Context: an optimization exercise on an open-source flow, tuned for small area, a short achievable clock period and few clock cycles. The choices shown serve that exercise and are no tape-out recipe.
No functional check of the RTL was part of this run.
No activity file was given, so power comes from the tool's default toggle rates.

File: design.v
module lcd_ctrl(clk, reset, datain, cmd, cmd_valid, dataout, output_valid, busy);
input           clk;
input           reset;
input   [7:0]   datain;
input   [2:0]   cmd;
input           cmd_valid;
output  reg [7:0] dataout;
output  reg     output_valid;
output  reg     busy;
reg  [7:0] p [0:35];     
reg        loading;      
reg  [1:0] wr, wc;       
reg  [3:0] pq;           
reg  [1:0] pm;
reg        qv;           
reg        rd;           
reg  [3:0] rcnt;         
reg  [3:0] rq;           
integer i;
reg [7:0] g0, g1, g2, tap;
always @* begin
  case (rq[1:0])
    2'd0: begin g0 = p[0];  g1 = p[12]; g2 = p[24]; end
    2'd1: begin g0 = p[3];  g1 = p[15]; g2 = p[27]; end
    2'd2: begin g0 = p[6];  g1 = p[18]; g2 = p[30]; end
    default: begin g0 = p[9]; g1 = p[21]; g2 = p[33]; end
  endcase
  tap = rq[3] ? g2 : rq[2] ? g1 : g0;
end
wire       m0  = (pm == 2'd0);
wire       m2  = (pm == 2'd2);
reg [3:0] qm1, qm2, qm3, qp1, qp2;
integer k;
always @* begin
  qm1 = 4'd0; qm2 = 4'd0; qm3 = 4'd0; qp1 = 4'd0; qp2 = 4'd0;
  for (k = 0; k < 12; k = k + 1)
    if (pq == k) begin
      qm1 = (k + 11) % 12; qm2 = (k + 10) % 12; qm3 = (k + 9) % 12;
      qp1 = (k + 1) % 12;  qp2 = (k + 2) % 12;
    end
end
wire [1:0] pm_dec = m0 ? 2'd2 : {1'b0, pm[1]};           
wire [3:0] pq_dec = m0 ? qm1 : pq;
wire [1:0] pm_lf  = {pm[0], ~pm[1] & ~pm[0]};          
wire [3:0] pq_lf  = m2 ? pq : qm1;
wire [3:0] pq_up  = m0 ? qm3 : qm2;
wire [3:0] pq_dn  = m0 ? qp1 : qp2;
wire rt_ok = (wc != 2'd3);
wire lf_ok = (wc != 2'd0);
wire up_ok = (wr != 2'd0);
wire dn_ok = (wr != 2'd3);
wire [1:0] wc_inc = {wc[1] ^ wc[0], ~wc[0]};
wire [1:0] wc_dec = {wc[1] ^ ~wc[0], ~wc[0]};
wire [1:0] wr_inc = {wr[1] ^ wr[0], ~wr[0]};
wire [1:0] wr_dec = {wr[1] ^ ~wr[0], ~wr[0]};
reg  [5:0] cand_p;       
reg  [3:0] cand_w;       
always @* begin
  case (cmd)
    3'd1:    begin cand_p = {4'd4, 2'd2}; cand_w = {2'd2, 2'd2}; end
    3'd2:    begin cand_p = rt_ok ? {pq, pm} : {pq_dec, pm_dec};       cand_w = {wr, rt_ok ? wc_inc : wc}; end
    3'd3:    begin cand_p = lf_ok ? {pq_lf, pm_lf} : {pq_dec, pm_dec}; cand_w = {wr, lf_ok ? wc_dec : wc}; end
    3'd4, 3'd6: begin cand_p = {up_ok ? pq_up : pq_dec, pm_dec};       cand_w = {up_ok ? wr_dec : wr, wc}; end
    3'd5, 3'd7: begin cand_p = {dn_ok ? pq_dn : pq_dec, pm_dec};       cand_w = {dn_ok ? wr_inc : wr, wc}; end
    default: begin cand_p = {pq_dec, pm_dec}; cand_w = {wr, wc}; end
  endcase
end
wire acc   = cmd_valid & ~busy;
wire [3:0] npq = acc ? cand_p[5:2] : pq_dec;
wire [1:0] npm = acc ? cand_p[1:0] : pm_dec;
reg [3:0] rq_inc, rcnt_inc;
always @* begin
  rq_inc = 4'd0; rcnt_inc = 4'd0;
  for (k = 0; k < 12; k = k + 1)
    if (rq == k) rq_inc = (k + 1) % 12;
  for (k = 0; k < 8; k = k + 1)
    if (rcnt == k) rcnt_inc = k + 1;
end
wire last    = (rcnt == 4'd8);
wire free    = ~rd | last;
wire start   = qv & free & (pm == 2'd1);
wire ldpulse = loading & (((pq == 4'd11) & ~m2) | ((pq == 4'd10) & m2) |
                          ((pq == 4'd9)  & ~m2) | ((pq == 4'd8)  & m2) |
                          ((pq == 4'd7)  & ~m2) | ((pq == 4'd6)  & m2));
wire ldend   = (pq == 4'd5) & m0;
reg        nrd;
reg  [3:0] nrcnt, nrq;
always @* begin
  nrd = rd; nrcnt = rcnt; nrq = rq;
  if (reset) begin
    nrd = 1'b0;
    nrcnt = 4'd8;
  end else if (start) begin
    nrd = 1'b1;
    nrcnt = 4'd0;
    nrq = pq;
  end else if (rd & ~last) begin
    nrcnt = rcnt_inc;
    if (rcnt == 4'd2 || rcnt == 4'd5)
      nrq = rq_inc;
  end else begin
    nrd = ldpulse;
    if (ldpulse) nrq = 4'd11;
  end
end
wire unsafe = nrd & (((nrq == 4'd8)  & (nrcnt < 4'd2)) |
                     ((nrq == 4'd9)  & (nrcnt < 4'd3)) |
                     ((nrq == 4'd10) & ((nrcnt < 4'd2) | (nrcnt == 4'd3) | (nrcnt == 4'd4))));
wire       ld_in = acc & (cmd == 3'd1);
wire       nload = ~reset & (ld_in | (loading & ~ldend));
wire       nqv   = ~reset & ((acc & ~(cmd == 3'd1)) | (qv & ~start));
always @(posedge clk) begin
  for (i = 0; i < 35; i = i + 1)
    p[i] <= p[i+1];
  p[35] <= loading ? datain : p[0];
  dataout <= tap;
  loading <= nload;
  qv      <= nqv;
  busy    <= ~reset & (acc | (loading & ~ldend) | (qv & ~start) | unsafe);
  output_valid <= ~reset & rd;
  pq <= npq;
  pm <= npm;
  if (acc) {wr, wc} <= cand_w;
  rd   <= nrd;
  rcnt <= nrcnt;
  rq   <= nrq;
end
endmodule
File: flow/run.sh
#!/bin/bash
set -euo pipefail
export CTS_ARGS="-sink_clustering_enable -repair_clock_nets -dont_use_dummy_load -buf_list sky130_fd_sc_hd__clkbuf_16 -sink_clustering_size 30 -sink_clustering_max_diameter 200 -sink_buffer_max_cap_derate 0.12"
export BUFFER_PORTS_ARGS="-buffer_cell sky130_fd_sc_hd__buf_2"
bash standard.sh > standard.log 2>&1
File: standard.sh
#!/bin/bash
# synth_recipe.tcl (not shown) runs the flow's synth.tcl, then flattens the netlist and writes it again
# the make line also repeats each setting of config.mk as NAME=value (left out here)
make -C /OpenROAD-flow-scripts/flow DESIGN_CONFIG=/design/flow/config.mk WORK_HOME=/design/flow/orfs CLKGATE_MAP_FILE= SYNTH_SCRIPT=/design/flow/synth_recipe.tcl "${@:-finish}"
File: config.mk
export PLATFORM = sky130hd
export DESIGN_NAME = lcd_ctrl
export DESIGN_NICKNAME = lcd_ctrl
export VERILOG_FILES = /design/flow/design.v
export SDC_FILE = /design/flow/constraint.sdc
export NUM_CORES = 4
export LEC_CHECK = 0
export ABC_CLOCK_PERIOD_IN_PS = 2000
export CAP_MARGIN = 20
export CORE_MARGIN = 2
export CORE_UTILIZATION = 40
export SETUP_SLACK_MARGIN = 3.5
export SLEW_MARGIN = 20
File: constraint.sdc
create_clock -name core_clock -period 5.5 [get_ports {clk}]
set_input_delay 1.1000 -clock core_clock [delete_from_list [all_inputs] [get_ports {clk}]]
set_output_delay 1.1000 -clock core_clock [all_outputs]
set_load 0.01 [all_outputs]
==> flow_metrics.py <==
metrics = {
    "floorplan": {
        "num_io_pins": 24,
        "rows": 53,
        "chipWidth_um": 150,
        "core_region_area_um2": 21000,
        "dieArea_um2": 22500,
        "initial_core_util_pct": 40.7,
        "die_h_um": 150,
    },
    "critical_path": {
        "cp_num_buf_inv": 1,
        "endpoint_kind": "output pin",
        "crit_fanout": 2,
        "r2r_cells": 6,
        "slowest_delay_ns": 0.38,
        "required_ns": 4.40,
        "cp-start-kind": "flop",
        "crit_family": "flip-flops",
        "crit_arrival_ns": 0.97,
        "crit_cells": 1,
        "worstPathCellList": "buf_6",
        "crit_type": "flop to output pin",
        "cpMaxStageDelayCell": "dfxtp_4",
    },
    "outcome": {
        "status": "finished clean",
    },
    "yosys": {
        "ys_top_cells_by_area": "dfxtp_1 73%, mux4_2 6.3%, edfxtp_1 3.5%",
        "syn_area_per_cell_um2": 14.6,
        "synth_fp_nets": 599,
        "async_reset_ff_share_pct": 0,
        "synthFlopType": "dfxtp_1",
        "synth-edff-count": 10,
        "synthCells": 585,
        "ys_seq_area_share_pct": 76.1,
        "ys_ff_latch": 319,
        "synth_top_area_share_pct": 72.6,
        "synth_area_um2": 8520,
        "yosys_warnings": 2,
        "synth_cell_types": 58,
        "synth_top_area_cell": "dfxtp_1",
    },
    "clock_tree": {
        "cts.clk_slew.worst_paths_ns": 0.11,
        "cts.sinks": 319,
        "clk_path_buf_depth": 3,
        "clock_latency_ns": 0.47,
        "holdBufCountCts": 0,
        "cts_root_buf": "clkbuf_16",
        "cts_buffers": 14,
        "cts_tree": "yes",
        "htreeDepth": 1,
    },
    "cells_and_area": {
        "areaGrowthSynthToFinish_pct": 13.5,
        "multi_input_area_um2": 2040,
        "fillers": 1877,
        "antenna_cells": 0,
        "final_area_um2": 9680,
        "finalNetCount": 644,
        "seq_area_um2": 6520,
        "drive_above_1_share_pct": 23.1,
    },
    "flow_run": {
        "cap_violations": 0,
    },
    "detailed_routing": {
        "dr.pass1.iters": 4,
        "postRouteAntennaNets": 0,
        "wl_per_cell_um": 15.3,
        "routed-via-count": 4350,
        "vias_per_cell": 4.82,
        "routed_wl_um": 13800,
        "drc": 0,
        "drt-initial-drc-count": 302,
    },
    "power": {
        "p_leak_nw": 3.70,
        "power.density_nw_per_um2": 451,
        "ir_drop_mv": 0.198,
    },
    "sta": {
        "rsz0062_at_grt": "true",
        "fin_tns_setup_ns": 0,
        "tightest_slew_ns": 0.586,
        "fin_ws_ns": 3.43,
        "fmax_mhz": 484,
        "slew-limit-headroom_pct": 60.9,
        "clock_skew_ns": 0.0267,
        "holdWs_ns": 0.299,
        "hold_violations": 0,
        "slew_viol_final": 0,
        "min_period_over_period_pct": 37.5,
        "setup-violations-final": 0,
        "fin_crit_ns": 2.07,
    },
    "placed_design": {
        "dpl_cell_area_um2": 8910,
        "gp_congestion": 0.822,
        "dp_slack_ns": 2.90,
        "dp_hpwl_um": 8330,
        "io_buffers": 23,
    },
    "global_route": {
        "grt.overflow.total": 0,
        "grt_max_degree": 32,
        "grtUsageTotal_pct": 12.4,
        "first_global_vias": 4258,
        "grt_pass1_wl_um": 22300,
        "antenna_found_initial": 0,
    },
    "worst_hold_path": {
        "whs_path_depth": 0,
        "hp-class": "flop to flop",
    },
}
synthesized netlist by cell type (2+ instances only):
library cell,number
dfxtp_1,309
nand2_1,33
o21ai_0,26
mux4_2,24
nor2_1,18
clkbuf_1,17
a21oi_1,15
edfxtp_1,10
mux2i_1,9
mux2_2,8
inv_1,7
nor2b_1,7
nor3_1,7
a211oi_1,6
nand2b_1,6
nand3_1,6
a21boi_0,5
or2_2,5
a22oi_1,4
a21o_1,3
a31oi_1,3
and2_1,3
buf_6,3
nand3b_1,3
xnor2_1,3
a2111oi_0,2
a211o_1,2
a21oi_4,2
a311o_1,2
a32oi_1,2
buf_1,2
nand4b_1,2
o2111ai_1,2
o21a_1,2
o22ai_1,2
o31ai_1,2
or3_1,2
area by class of cell:
type,instances,area share [%]
flip-flops and latches,319,67.4
well taps,275,3.56
clock buffers,14,3.62
repair buffers,51,4.05
inverters,8,0.310
multi-input cells,236,21.1
repair_timing:
action | 4_1_cts | 5_1_grt
resized for setup | 24 | 41
gates cloned | 1 | 0
setup buffers | 9 | 18
setup endpoints to repair | 25 | 16
pin swaps | 2 | 17
routing by layer:
metal / up-vias / part of all wire (%) / GRT usage [%]
met1: 2125 / 48 / 17.7
met2: 85 / 46 / 19.5
met4: 0 / 2.5 / 3.63
met5: - / 0 / 0
li1: 2115 / - / -
met3: 25 / 3.6 / 2.20
final timing paths:
| path | start | end | slack (ns) |
|---|---|---|---|
| max | busy$_DFF_P_ | busy | 3.43 |
| min | p[8][0]$_DFF_P_ | p[7][0]$_DFF_P_ | 0.30 |
| max reg2reg | pm[0]$_DFFE_PP_ | busy$_DFF_P_ | 3.46 |
| min reg2reg | p[8][0]$_DFF_P_ | p[7][0]$_DFF_P_ | 0.30 |
report_power, final:
part	internal, W	switching, W
clock	0.000461	0.000614
sequential	0.00245	0.000165
combinational	0.000344	0.000329
sequential cells by signal, summed over array words and instances (netlist names):
register / flops
rd: 1
wr: 2
dataout: 8
loading: 1
p: 288
wc: 2
rcnt: 4
busy: 1
qv: 1
pm: 2
rq: 4
pq: 4
output_valid: 1
logic make-up after synthesis:
kind of cell	after synthesis	share of synthesized area [%]
simple gates	99	5.96
mux	41	8.45
flops	319	76.1
buf+inv	31	1.67
xor+xnor	4	0.411
compound gates	91	7.41
worst reg2reg max path, stage by stage, from the launching register on:
cell and delay [ns]:
edfxtp_1 0.40, buf_4 0.15, or4bb_1 0.52, o21ai_4 0.12
nand3_2 0.11, a211o_1 0.33, o41ai_2 0.30
cell usage in the layout (no fill, tap or decap), types with 6 or more instances in the layout:
cell       synthesis  final
dfxtp_2            0      7
nand2_1           33     33
clkbuf_16          0     14
buf_6              3     13
o21ai_1            0      6
o21ai_0           26     16
mux4_2            24     24
mux2_2             8      8
buf_4              1     22
buf_2              0     15
a21oi_1           15     13
mux2i_1            9      9
nor2_1            18     17
nand2b_1           6      6
inv_1              7      7
edfxtp_1          10     10
a211oi_1           6      6
dfxtp_4            0      7
dfxtp_1          309    295
metrics by stage:
stage                     total power (W)  instances  util (%)
after floorplan                   0.00302        585         -
after global placement            0.00317        861      42.5
after detailed placement          0.00317        861      42.5
after CTS                         0.00429        885      44.9
after global routing              0.00457        903      46.2
final                             0.00436        903      46.2

==> what the ideal ports hide <==
Ports are ideal in the flow. The routed layout listed here was re-timed in OpenROAD.
Step 1 assumes that a clkbuf_16 drives the clock port and a buf_2 every other input.
Step 2 adds t to the input delays and takes it off the output delays; t is the mean of the earliest and latest rising clock arrival at the registers after step 1. Input paths then give back, and output paths get back, about the clock's delay inside the block.
Slacks: ideal / step 1 / step 2; pairs: ideal / step 1.
t (ns): 0.505
setup slack, ns: 3.435 / 3.392 / 3.112
worst setup path after step 2: input to register
After both steps this run still meets setup and hold. For this run, drivers alone change the setup slack by -0.043 ns; drivers and shift together by -0.323 ns.
